From an optimization exercise on the open Yosys and OpenROAD flow, aimed at small area; shortcuts taken in it are not production practice. RTL that was checked went through simulation tests only; none was proved equivalent to the original. Power and IR drop assume default switching activity.

==> run B <==
==> flow/design.v <==
module sync_shfifo #(
    parameter FIFO_WIDTH = 32,
    parameter FIFO_ADDR  = 5,
    parameter FIFO_DEPTH = 1 << FIFO_ADDR,
    parameter FIFO_AE_THRESHOLD = 1,
    parameter FIFO_AF_THRESHOLD = FIFO_DEPTH -1)
(
    input                           clk,
    input                           rst_n,
    input                           fifo_wen,
    input      [FIFO_WIDTH-1 :0]    fifo_wdat,
    input                           fifo_ren,
    output     [FIFO_WIDTH-1 :0]    fifo_rdat,
    output                          fifo_empty,
    output                          fifo_full,
    output                          fifo_aempty,
    output                          fifo_afull,
    output     [FIFO_ADDR :0]       fifo_wcnt,
    output reg [FIFO_ADDR :0]       fifo_rcnt,
    output reg                      fifo_wr_full_err,
    output reg                      fifo_rd_empty_err
);
reg  [FIFO_WIDTH-1 :0]   fifo_data[FIFO_DEPTH-1 :0];
reg  [FIFO_ADDR-1 :0]    fifo_wr_ptr;
reg  [FIFO_ADDR-1 :0]    fifo_rd_ptr;
wire wr_acc = fifo_wen & ~fifo_full;
wire rd_acc = fifo_ren & ~fifo_empty;
always @(posedge clk or negedge rst_n)
begin
    if(~rst_n)
        fifo_wr_ptr <= 'b0;
    else if(wr_acc)
        fifo_wr_ptr <= fifo_wr_ptr + 'b1;
end
always @(posedge clk)
begin
    if(wr_acc)
        fifo_data[fifo_wr_ptr] <= fifo_wdat;
end
always @(posedge clk or negedge rst_n)
begin
    if(~rst_n)
        fifo_rd_ptr <= 'b0;
    else if(rd_acc)
        fifo_rd_ptr <= fifo_rd_ptr + 'b1;
end
wire [FIFO_DEPTH-1 :0]   rd_sel_n;
genvar gk, gb;
generate
    for (gk = 0; gk < FIFO_DEPTH; gk = gk + 1) begin : g_sel
        assign rd_sel_n[gk] = fifo_rd_ptr != gk;
    end
    for (gb = 0; gb < FIFO_WIDTH; gb = gb + 1) begin : g_rd
        wire [FIFO_DEPTH-1 :0] col;
        for (gk = 0; gk < FIFO_DEPTH; gk = gk + 1) begin : g_col
            assign col[gk] = fifo_data[gk][gb];
        end
        sync_shfifo_rdbit #(.N(FIFO_DEPTH)) u_rd (.d(col), .sel_n(rd_sel_n), .q(fifo_rdat[gb]));
    end
endgenerate
always @(posedge clk or negedge rst_n)
begin
    if(~rst_n)
        fifo_rcnt <= 'b0;
    else if(wr_acc & ~rd_acc)
        fifo_rcnt <= fifo_rcnt + 'b1;
    else if(rd_acc & ~wr_acc)
        fifo_rcnt <= fifo_rcnt - 'b1;
end
assign fifo_wcnt   = FIFO_DEPTH - fifo_rcnt;
assign fifo_full   = fifo_rcnt[FIFO_ADDR];
assign fifo_empty  = fifo_rcnt == 'b0;
assign fifo_aempty = fifo_rcnt <= FIFO_AE_THRESHOLD;
assign fifo_afull  = fifo_rcnt >= FIFO_AF_THRESHOLD;
always @(posedge clk or negedge rst_n) begin
    if(~rst_n)
        fifo_wr_full_err <= 'b0;
    else if(fifo_full & fifo_wen)
        fifo_wr_full_err <= 'b1;
end
always @(posedge clk or negedge rst_n) begin
    if(~rst_n)
        fifo_rd_empty_err <= 'b0;
    else if(fifo_empty & fifo_ren)
        fifo_rd_empty_err <= 'b1;
end
endmodule
module sync_shfifo_rdbit #(parameter N = 32) (
    input  [N-1:0] d,
    input  [N-1:0] sel_n,
    output         q
);
assign q = &(d | sel_n);
endmodule
==> flow/run.sh <==
#!/bin/bash
# synth_recipe.tcl (not shown) runs the flow's synth.tcl, then flattens the netlist and writes it again
# the make line also repeats each setting of config.mk as NAME=value (left out here)
make -C /OpenROAD-flow-scripts/flow DESIGN_CONFIG=/design/flow/config.mk WORK_HOME=/design/flow/orfs CLKGATE_MAP_FILE= SYNTH_SCRIPT=/design/flow/synth_recipe.tcl finish
==> flow/config.mk <==
export PLATFORM = sky130hd
export DESIGN_NAME = sync_shfifo
export DESIGN_NICKNAME = sync_shfifo
export VERILOG_FILES = /design/flow/design.v
export SDC_FILE = /design/flow/constraint.sdc
export NUM_CORES = 4
export LEC_CHECK = 0
export CAP_MARGIN = 20
export CORE_MARGIN = 2
export CORE_UTILIZATION = 40
export SLEW_MARGIN = 20
export SYNTH_HIERARCHICAL = 1
==> flow/constraint.sdc <==
create_clock -name core_clock -period 7.0 [get_ports {clk}]
set_input_delay 1.4000 -clock core_clock [delete_from_list [all_inputs] [get_ports {clk}]]
set_output_delay 1.4000 -clock core_clock [all_outputs]
set_load 0.01 [all_outputs]
==> inputs of run F, as changes to run B <==
--- a/flow/design.v
+++ b/flow/design.v
@@ -22,33 +22,31 @@
 );
 reg  [FIFO_WIDTH-1 :0]   fifo_data[FIFO_DEPTH-1 :0];
-reg  [FIFO_ADDR-1 :0]    fifo_wr_ptr;
-reg  [FIFO_ADDR-1 :0]    fifo_rd_ptr;
 wire wr_acc = fifo_wen & ~fifo_full;
 wire rd_acc = fifo_ren & ~fifo_empty;
-always @(posedge clk or negedge rst_n)
-begin
-    if(~rst_n)
-        fifo_wr_ptr <= 'b0;
-    else if(wr_acc)
-        fifo_wr_ptr <= fifo_wr_ptr + 'b1;
-end
+integer i;
 always @(posedge clk)
 begin
-    if(wr_acc)
-        fifo_data[fifo_wr_ptr] <= fifo_wdat;
+    if (wr_acc) begin
+        fifo_data[0] <= fifo_wdat;
+        for (i = 1; i < FIFO_DEPTH; i = i + 1)
+            fifo_data[i] <= fifo_data[i-1];
+    end
 end
-always @(posedge clk or negedge rst_n)
-begin
-    if(~rst_n)
-        fifo_rd_ptr <= 'b0;
-    else if(rd_acc)
-        fifo_rd_ptr <= fifo_rd_ptr + 'b1;
-end
-wire [FIFO_DEPTH-1 :0]   rd_sel_n;
+wire [3:0]              rd_lo;
+wire [8:0]              rd_hi;
+wire [FIFO_DEPTH-1 :0]  rd_sel;
 genvar gk, gb;
 generate
-    for (gk = 0; gk < FIFO_DEPTH; gk = gk + 1) begin : g_sel
-        assign rd_sel_n[gk] = fifo_rd_ptr != gk;
+    for (gk = 0; gk < 4; gk = gk + 1) begin : g_lo
+        assign rd_lo[gk] = fifo_rcnt[1:0] == gk;
     end
+    for (gk = 0; gk < 9; gk = gk + 1) begin : g_hi
+        assign rd_hi[gk] = fifo_rcnt[FIFO_ADDR:2] == gk;
+    end
+    for (gk = 0; gk < FIFO_DEPTH; gk = gk + 1) begin : g_dec
+        sync_shfifo_and2 u_rd (.a(rd_hi[(gk+1)/4]), .b(rd_lo[(gk+1)%4]), .y(rd_sel[gk]));
+    end
+endgenerate
+generate
     for (gb = 0; gb < FIFO_WIDTH; gb = gb + 1) begin : g_rd
         wire [FIFO_DEPTH-1 :0] col;
@@ -56,5 +54,5 @@
             assign col[gk] = fifo_data[gk][gb];
         end
-        sync_shfifo_rdbit #(.N(FIFO_DEPTH)) u_rd (.d(col), .sel_n(rd_sel_n), .q(fifo_rdat[gb]));
+        sync_shfifo_rdbit u_rd (.d(col), .sel(rd_sel), .q(fifo_rdat[gb]));
     end
 endgenerate
@@ -86,9 +84,32 @@
 end
 endmodule
-module sync_shfifo_rdbit #(parameter N = 32) (
-    input  [N-1:0] d,
-    input  [N-1:0] sel_n,
-    output         q
+module sync_shfifo_and2 (input a, input b, output y);
+assign y = a & b;
+endmodule
+module sync_shfifo_rdbit (
+    input  [31:0] d,
+    input  [31:0] sel,
+    output        q
 );
-assign q = &(d | sel_n);
+wire [9:0]  g;
+wire [2:0]  h;
+genvar i;
+generate
+    for (i = 0; i < 10; i = i + 1) begin : g_aoi
+        sync_shfifo_aoi222 u_aoi (.d(d[3*i+2:3*i]), .s(sel[3*i+2:3*i]), .y(g[i]));
+    end
+endgenerate
+sync_shfifo_nand4  u_nd0 (.a(g[3:0]),  .y(h[0]));
+sync_shfifo_nand4  u_nd1 (.a(g[7:4]),  .y(h[1]));
+sync_shfifo_aoi22_nand3 u_nd2 (.g(g[9:8]), .d(d[31:30]), .s(sel[31:30]), .y(h[2]));
+assign q = |h;
 endmodule
+module sync_shfifo_aoi222 (input [2:0] d, input [2:0] s, output y);
+assign y = ~|(d & s);
+endmodule
+module sync_shfifo_nand4 (input [3:0] a, output y);
+assign y = ~&a;
+endmodule
+module sync_shfifo_aoi22_nand3 (input [1:0] g, input [1:0] d, input [1:0] s, output y);
+assign y = ~(g[0] & g[1] & ~|(d & s));
+endmodule
==> flow/flow/run.sh (new file) <==
#!/bin/bash
# Standard ORFS layout (the standard.sh, standard synthesis unchanged);
# the only change: port buffers are sky130_fd_sc_hd__buf_1 (repair_design
# then sizes up or buffers the ones with large loads).
set -uo pipefail
export BUFFER_PORTS_ARGS="-buffer_cell sky130_fd_sc_hd__buf_1"
bash standard.sh > standard.log 2>&1
rc=$?
mkdir -p orfs_logs
cp -r orfs/logs/. orfs_logs/ 2>/dev/null || true
exit $rc
==> flow/standard.sh (new file) <==
#!/bin/bash
# synth_recipe.tcl (not shown) runs the flow's synth.tcl, then flattens the netlist and writes it again
# the make line also repeats each setting of config.mk as NAME=value (left out here)
make -C /OpenROAD-flow-scripts/flow DESIGN_CONFIG=/design/flow/config.mk WORK_HOME=/design/flow/orfs CLKGATE_MAP_FILE= SYNTH_SCRIPT=/design/flow/synth_recipe.tcl "${@:-finish}"
Settings changed: CAP_MARGIN 20 to 10, CORE_UTILIZATION 40 to 55, CTS_BUF_LIST set to sky130_fd_sc_hd__clkbuf_8, CTS_CLUSTER_DIAMETER set to 50, CTS_CLUSTER_SIZE set to 18, SLEW_MARGIN 20 to 10.
removed: flow/run.sh
==> inputs of run D, as changes to run B <==
--- a/flow/design.v
+++ b/flow/design.v
@@ -22,33 +22,31 @@
 );
 reg  [FIFO_WIDTH-1 :0]   fifo_data[FIFO_DEPTH-1 :0];
-reg  [FIFO_ADDR-1 :0]    fifo_wr_ptr;
-reg  [FIFO_ADDR-1 :0]    fifo_rd_ptr;
 wire wr_acc = fifo_wen & ~fifo_full;
 wire rd_acc = fifo_ren & ~fifo_empty;
-always @(posedge clk or negedge rst_n)
-begin
-    if(~rst_n)
-        fifo_wr_ptr <= 'b0;
-    else if(wr_acc)
-        fifo_wr_ptr <= fifo_wr_ptr + 'b1;
-end
+integer i;
 always @(posedge clk)
 begin
-    if(wr_acc)
-        fifo_data[fifo_wr_ptr] <= fifo_wdat;
+    if (wr_acc) begin
+        fifo_data[0] <= fifo_wdat;
+        for (i = 1; i < FIFO_DEPTH; i = i + 1)
+            fifo_data[i] <= fifo_data[i-1];
+    end
 end
-always @(posedge clk or negedge rst_n)
-begin
-    if(~rst_n)
-        fifo_rd_ptr <= 'b0;
-    else if(rd_acc)
-        fifo_rd_ptr <= fifo_rd_ptr + 'b1;
-end
-wire [FIFO_DEPTH-1 :0]   rd_sel_n;
+wire [3:0]              rd_lo;
+wire [8:0]              rd_hi;
+wire [FIFO_DEPTH-1 :0]  rd_sel;
 genvar gk, gb;
 generate
-    for (gk = 0; gk < FIFO_DEPTH; gk = gk + 1) begin : g_sel
-        assign rd_sel_n[gk] = fifo_rd_ptr != gk;
+    for (gk = 0; gk < 4; gk = gk + 1) begin : g_lo
+        assign rd_lo[gk] = fifo_rcnt[1:0] == gk;
     end
+    for (gk = 0; gk < 9; gk = gk + 1) begin : g_hi
+        assign rd_hi[gk] = fifo_rcnt[FIFO_ADDR:2] == gk;
+    end
+    for (gk = 0; gk < FIFO_DEPTH; gk = gk + 1) begin : g_dec
+        sync_shfifo_and2 u_rd (.a(rd_hi[(gk+1)/4]), .b(rd_lo[(gk+1)%4]), .y(rd_sel[gk]));
+    end
+endgenerate
+generate
     for (gb = 0; gb < FIFO_WIDTH; gb = gb + 1) begin : g_rd
         wire [FIFO_DEPTH-1 :0] col;
@@ -56,5 +54,5 @@
             assign col[gk] = fifo_data[gk][gb];
         end
-        sync_shfifo_rdbit #(.N(FIFO_DEPTH)) u_rd (.d(col), .sel_n(rd_sel_n), .q(fifo_rdat[gb]));
+        sync_shfifo_rdbit u_rd (.d(col), .sel(rd_sel), .q(fifo_rdat[gb]));
     end
 endgenerate
@@ -86,9 +84,32 @@
 end
 endmodule
-module sync_shfifo_rdbit #(parameter N = 32) (
-    input  [N-1:0] d,
-    input  [N-1:0] sel_n,
-    output         q
+module sync_shfifo_and2 (input a, input b, output y);
+assign y = a & b;
+endmodule
+module sync_shfifo_rdbit (
+    input  [31:0] d,
+    input  [31:0] sel,
+    output        q
 );
-assign q = &(d | sel_n);
+wire [9:0]  g;
+wire [2:0]  h;
+genvar i;
+generate
+    for (i = 0; i < 10; i = i + 1) begin : g_aoi
+        sync_shfifo_aoi222 u_aoi (.d(d[3*i+2:3*i]), .s(sel[3*i+2:3*i]), .y(g[i]));
+    end
+endgenerate
+sync_shfifo_nand4  u_nd0 (.a(g[3:0]),  .y(h[0]));
+sync_shfifo_nand4  u_nd1 (.a(g[7:4]),  .y(h[1]));
+sync_shfifo_aoi22_nand3 u_nd2 (.g(g[9:8]), .d(d[31:30]), .s(sel[31:30]), .y(h[2]));
+assign q = |h;
 endmodule
+module sync_shfifo_aoi222 (input [2:0] d, input [2:0] s, output y);
+assign y = ~|(d & s);
+endmodule
+module sync_shfifo_nand4 (input [3:0] a, output y);
+assign y = ~&a;
+endmodule
+module sync_shfifo_aoi22_nand3 (input [1:0] g, input [1:0] d, input [1:0] s, output y);
+assign y = ~(g[0] & g[1] & ~|(d & s));
+endmodule
==> flow/flow/run.sh (new file) <==
#!/bin/bash
# Standard ORFS layout (the standard.sh, standard synthesis unchanged) with
# two changes to how the layout is made:
#  - port buffers are sky130_fd_sc_hd__buf_1 (repair_design then sizes up or
#    buffers the ones with large loads);
#  - clock tree synthesis without dummy loads (same clustering and buffer as
#    config.mk's CTS settings).
set -uo pipefail
export BUFFER_PORTS_ARGS="-buffer_cell sky130_fd_sc_hd__buf_1"
export CTS_ARGS="-sink_clustering_enable -repair_clock_nets -sink_clustering_size 16 -sink_clustering_max_diameter 60 -buf_list sky130_fd_sc_hd__clkbuf_8 -dont_use_dummy_load"
bash standard.sh > standard.log 2>&1
rc=$?
mkdir -p orfs_logs
cp -r orfs/logs/. orfs_logs/ 2>/dev/null || true
exit $rc
==> flow/standard.sh (new file) <==
#!/bin/bash
# synth_recipe.tcl (not shown) runs the flow's synth.tcl, then flattens the netlist and writes it again
# the make line also repeats each setting of config.mk as NAME=value (left out here)
make -C /OpenROAD-flow-scripts/flow DESIGN_CONFIG=/design/flow/config.mk WORK_HOME=/design/flow/orfs CLKGATE_MAP_FILE= SYNTH_SCRIPT=/design/flow/synth_recipe.tcl "${@:-finish}"
Settings changed: CAP_MARGIN 20 to 10, CORE_UTILIZATION 40 to 55, CTS_BUF_LIST set to sky130_fd_sc_hd__clkbuf_8, CTS_CLUSTER_DIAMETER set to 60, CTS_CLUSTER_SIZE set to 16, SLEW_MARGIN 20 to 10.
removed: flow/run.sh
==> summary of the runs <==
In area after synthesis, run F and run D do not differ. Utilization: run F is higher than run B (14 points). The lowest total power belongs to run D, the highest to run B. Design area, highest first: run B, run F, run D. Clock power: run D < run F < run B. Between run B and run F, the lower critical path depth is in run B (gap 1). Final cell count, highest first: run B, run F, run D.
Only the layout flow was run in run B; the RTL was not checked for function there.

## what the ideal ports hide
No port has a modelled driver above. Below, the same layouts with a new extraction and two added sets of constraints.
Step 1, drivers: a clkbuf_16 drives clk and a buf_2 each remaining input, both assumed.
Step 2, shift: input delay + t, output delay - t, t = (earliest + latest rising clock arrival at the registers) / 2. This alone moves slack from input paths to output paths.
Slacks: ideal ports / drivers / drivers and shift; pairs: ideal ports / drivers.
| run | shift t [ns] | setup WS [ns] | clock arrival spread, ns | slew at the worst register clock pin (ns) | cell pins on the clock port's net |
|---|---|---|---|---|---|
| run B | 0.724 | 1.048 / 0.986 / 1.710 | 0.033 / 0.033 | 0.07 / 0.07 | 1 |
| run F | 0.762 | 1.540 / 1.485 / 2.247 | 0.049 / 0.049 | 0.11 / 0.11 | 1 |
| run D | 0.746 | 1.600 / 1.538 / 2.284 | 0.047 / 0.047 | 0.11 / 0.11 | 1 |
After both steps setup and hold are still met in every run listed.
